Context: an optimization exercise on an open-source flow, tuned for small area, a short achievable clock period and few clock cycles per item. The choices shown serve that exercise and are no tape-out recipe. Function was checked by simulation only, so behaviour that the tests miss may differ from the original. Power and IR drop assume default switching activity.

===== design/flow/config.mk =====
export PLATFORM = sky130hd
export DESIGN_NAME = Multiplicacion_Matricial_Hipercubica
export DESIGN_NICKNAME = Multiplicacion_Matricial_Hipercubica
export VERILOG_FILES = /design/flow/design.v
export SDC_FILE = /design/flow/constraint.sdc
export NUM_CORES = 4
export LEC_CHECK = 0
export CAP_MARGIN = 20
export CORE_MARGIN = 2
export CORE_UTILIZATION = 40
export SLEW_MARGIN = 20

===== design/flow/constraint.sdc =====
create_clock -name core_clock -period 5.0 [get_ports {CLK}]
set_input_delay 1.0000 -clock core_clock [delete_from_list [all_inputs] [get_ports {CLK}]]
set_output_delay 1.0000 -clock core_clock [all_outputs]
set_load 0.01 [all_outputs]

===== design/flow/design.v =====
module Multiplicacion_Matricial_Hipercubica (
	input			RST,		 
	input			CLK,		 
	input			STM,		 
	input[3:0]		A00,A01,	 
	input[3:0]		A10,A11,
	input[3:0]		B00,B01,	 
	input[3:0]		B10,B11,
	output reg[7:0]	C00,C01,	 
	output reg[7:0]	C10,C11,
	output			EOM			 
	);
	assign EOM = 1'b1;
	always @ (posedge CLK)
	begin
		if (STM) begin
			C00 <= A00*B00 + A01*B10;
			C01 <= A00*B01 + A01*B11;
			C10 <= A10*B00 + A11*B10;
			C11 <= A10*B01 + A11*B11;
		end
	end
endmodule

===== design/flow/run.sh =====
#!/bin/bash
# synth_recipe.tcl (not shown) runs the flow's synth.tcl, then flattens the netlist and writes it again
# the make line also repeats each setting of config.mk as NAME=value (left out here)
make -C /OpenROAD-flow-scripts/flow DESIGN_CONFIG=/design/flow/config.mk WORK_HOME=/design/flow/orfs CLKGATE_MAP_FILE= SYNTH_SCRIPT=/design/flow/synth_recipe.tcl finish

==> out/metrics.cfg <==
[status]
status = no timing/DRC/antenna violations

[worst_hold_path]
min_from = A11[0]
worstHoldPathType = input port to register
whs_path_depth = 3
holdPathEnd = C10[0]$_DFFE_PP_

[route]
drtAntennaViolNets = 0
wl_per_cell_um = 14.2
drtPass1Iterations = 4
drt_iter0_markers = 98
wirelength_um = 11100
route.detailed.drc = 0
vias = 3552
vias_per_cell = 4.56

[synth]
synth-compound-area-share = 0.0474
synth-simple-area-share = 0.140
synth_nets = 677
synth_top_family_by_area = adder cells
yosysSeqAreaShare = 0.192
syn_area_um2 = 4990
synthAdderAreaFrac = 0.479
ys_ff_latch = 32
ys_types = 17
syn_avg_cell_area_um2 = 10.1
synthMuxAreaShare = 0
ys_warn_count = 1
yosysTopAreaCell = fa_1
syn_inst = 494
synth_top_area_share = 0.289
synthXorXnorAreaFrac = 0.0421
ys_top_cells_by_area = fa_1 29%, edfxtp_1 19%, ha_1 19%, and2_1 11%, inv_1 9.6%

[setup_path]
worstPathCellList = clkdlybuf4s50_1, nand2_1, fa_1, fa_1, inv_1, fa_1, inv_1, fa_1, inv_1, ha_1, a211oi_2, o21bai_1, a21oi_2, xnor2_1
cpMaxStageDelayCell = clkdlybuf4s50_1
max_stage_delay_ns = 0.61
critPathArrivalTime_ns = 4.89
worstSetupEndpointType = register
path_class = input port to register
cp.required_ns = 5.04
worstSetupStartpointType = input port
crit_fanout = 4
critPathMostFrequentCell = fa_1

[final_layout]
regArea_um2 = 961
syn2layout_area_growth_pct = 27.0
num_antenna_cells = 0
drive_gt1_frac = 0.0998
final_cell_mix = 128 x inv_1, 88 x and2_1, 76 x ha_1
multi_input_area_um2 = 3540
final_area_um2 = 6340
num-nets-final = 793
fin_util = 0.524
final_common_cell = inv_1
fillCellCount = 1170

[floorplanning]
io_pins = 68
dieArea_um2 = 13400
die_h_um = 116
rows = 40
coreArea_um2 = 12100
die_x_um = 116
start_util = 0.412

[timing]
setup_tns_ns = 0
timing.final.crit_share = 0.969
drv_slew = 0
rsz0062_at_grt = false
finalWorstSetupSlack_ns = 0.153
setup_violations = 0
min_period_ns = 4.85
hold_viol_final = 0
timing.fmax_mhz = 206

[cts]
clk_path_buf_depth = 2
root_buffer = clkbuf_16
cts_sinks = 32
clkTransAtPathRegs_ns = 0.06
cts_made_buffers = 5
cts_hold_buf = 0
cts-htree-levels = 2
postCtsSetupBuffers = 0
cts_resized = 0
cts_tree = done

[placement]
hpwl_um = 9220
placed_area_um2 = 6180
portBuffers = 65
routabilityCongestion = 0.855
pre_cts_ws_ns = -0.296

[power_and_ir_drop]
p_per_area_nw_per_um2 = 329
power_mw = 2.09
leakagePower_nw = 3.18
ir_drop_v = 0.000195

[global_route]
grt_antenna_before_repair = 0
grt_pass1_wl_um = 19100
grt_pass1_vias = 4001
grt_max_degree = 33
grt.total_usage = 0.185
overflow = 0

[flow_run]
max_cap_viol_count = 0

-- per-layer routing --
layer  GRT usage  routed length [um]  share of wire
met1       0.239                4950           0.45
met5           0                   0              0
met4      0.0556                 163          0.015
met3      0.0220                 283          0.026
met2       0.327                5680           0.51
-- cell families after synthesis --
| kind of cell | Yosys count |
|---|---|
| xor+xnor | 24 |
| compound gates | 32 |
| flops | 32 |
| other cells | 1 |
| buf+inv | 129 |
| simple gates | 128 |
| fa+ha+maj | 148 |
-- flip-flops by register name, summed over array words and instances (netlist names) --
| signal | cells |
|---|---|
| C01 | 8 |
| C10 | 8 |
| C00 | 8 |
| C11 | 8 |
-- through the flow --
| stage | hold WS [ns] | cells |
|---|---|---|
| 4_1_cts | 1.61 | 779 |
| 2_1_floorplan | 1.11 | 494 |
| 6_report | 1.34 | 779 |
| 3_5_place_dp | 1.81 | 771 |
| 3_3_place_gp | 1.81 | 771 |
| 5_1_grt | 1.38 | 779 |
-- how the worst max path moves through the flow --
stage / endpoint / start
after floorplan: C11[6]$_DFFE_PP_ / B11[3]
after global placement: C11[7]$_DFFE_PP_ / A11[1]
after detailed placement: C10[7]$_DFFE_PP_ / A11[2]
after CTS: C11[7]$_DFFE_PP_ / A11[2]
after global routing: C10[7]$_DFFE_PP_ / A10[0]
final: C11[7]$_DFFE_PP_ / A10[0]
-- cell type report --
class | count | area share
Multi-Input combinational cell | 333 | 0.559
Sequential cell | 32 | 0.152
Clock inverter | 3 | 0.00217
Inverter | 128 | 0.0758
Tap cell | 168 | 0.0331
Clock buffer | 5 | 0.0197
Timing Repair Buffer | 110 | 0.159
-- critical path, delay by kind of cell --
kind	cells	cell delay (ns)
buffers and inverters	4	0.80
and+or+nand+nor	1	0.12
xor gates and xnor gates	1	0.09
AOI/OAI and AO/OA	3	0.52
adders and majority gates	5	2.36
-- where the power goes --
| group | switching (mW) | internal, mW |
|---|---|---|
| sequential | 0.0257 | 0.458 |
| clock | 0.127 | 0.181 |
| combinational | 0.624 | 0.672 |
| total | 0.777 | 1.31 |
-- synthesized netlist by cell type --
cell type	instances
xnor2_1	21
fa_1	72
ha_1	76
a21o_2	1
conb_1	1
a21oi_2	4
edfxtp_1	32
buf_4	1
nand2_1	40
and2_1	88
inv_1	128
o21ai_0	4
a21oi_1	8
a211oi_2	4
xor2_1	3
a21o_1	7
o21bai_1	4
Testbench counts, summed over its fixed seeds: cycles 1,600, items 1,600.

port drivers added, routing unchanged:
The results above use ideal ports. As a check the final layout listed here was re-extracted and re-timed, cells and wires unchanged. Step 1, drivers: a clkbuf_16 drives CLK and a buf_2 each remaining input, both assumed. Step 2 moves the port delays by t, midway between the first and last clock arrival at a register: inputs arrive t later, outputs are due t later. That takes back most of the time a late clock gives input paths. a / b / c = no drivers / after step 1 / after step 2; a / b = the first two.
shift t [ns]: 0.321
setup WS [ns]: 0.153 / 0.159 / -0.162
hold slack, ns: 1.340 / 1.328 / 1.649
Met with ideal ports but missed after step 2: setup timing in this run. For this run, drivers alone change the setup slack by +0.006 ns; drivers and shift together by -0.315 ns.
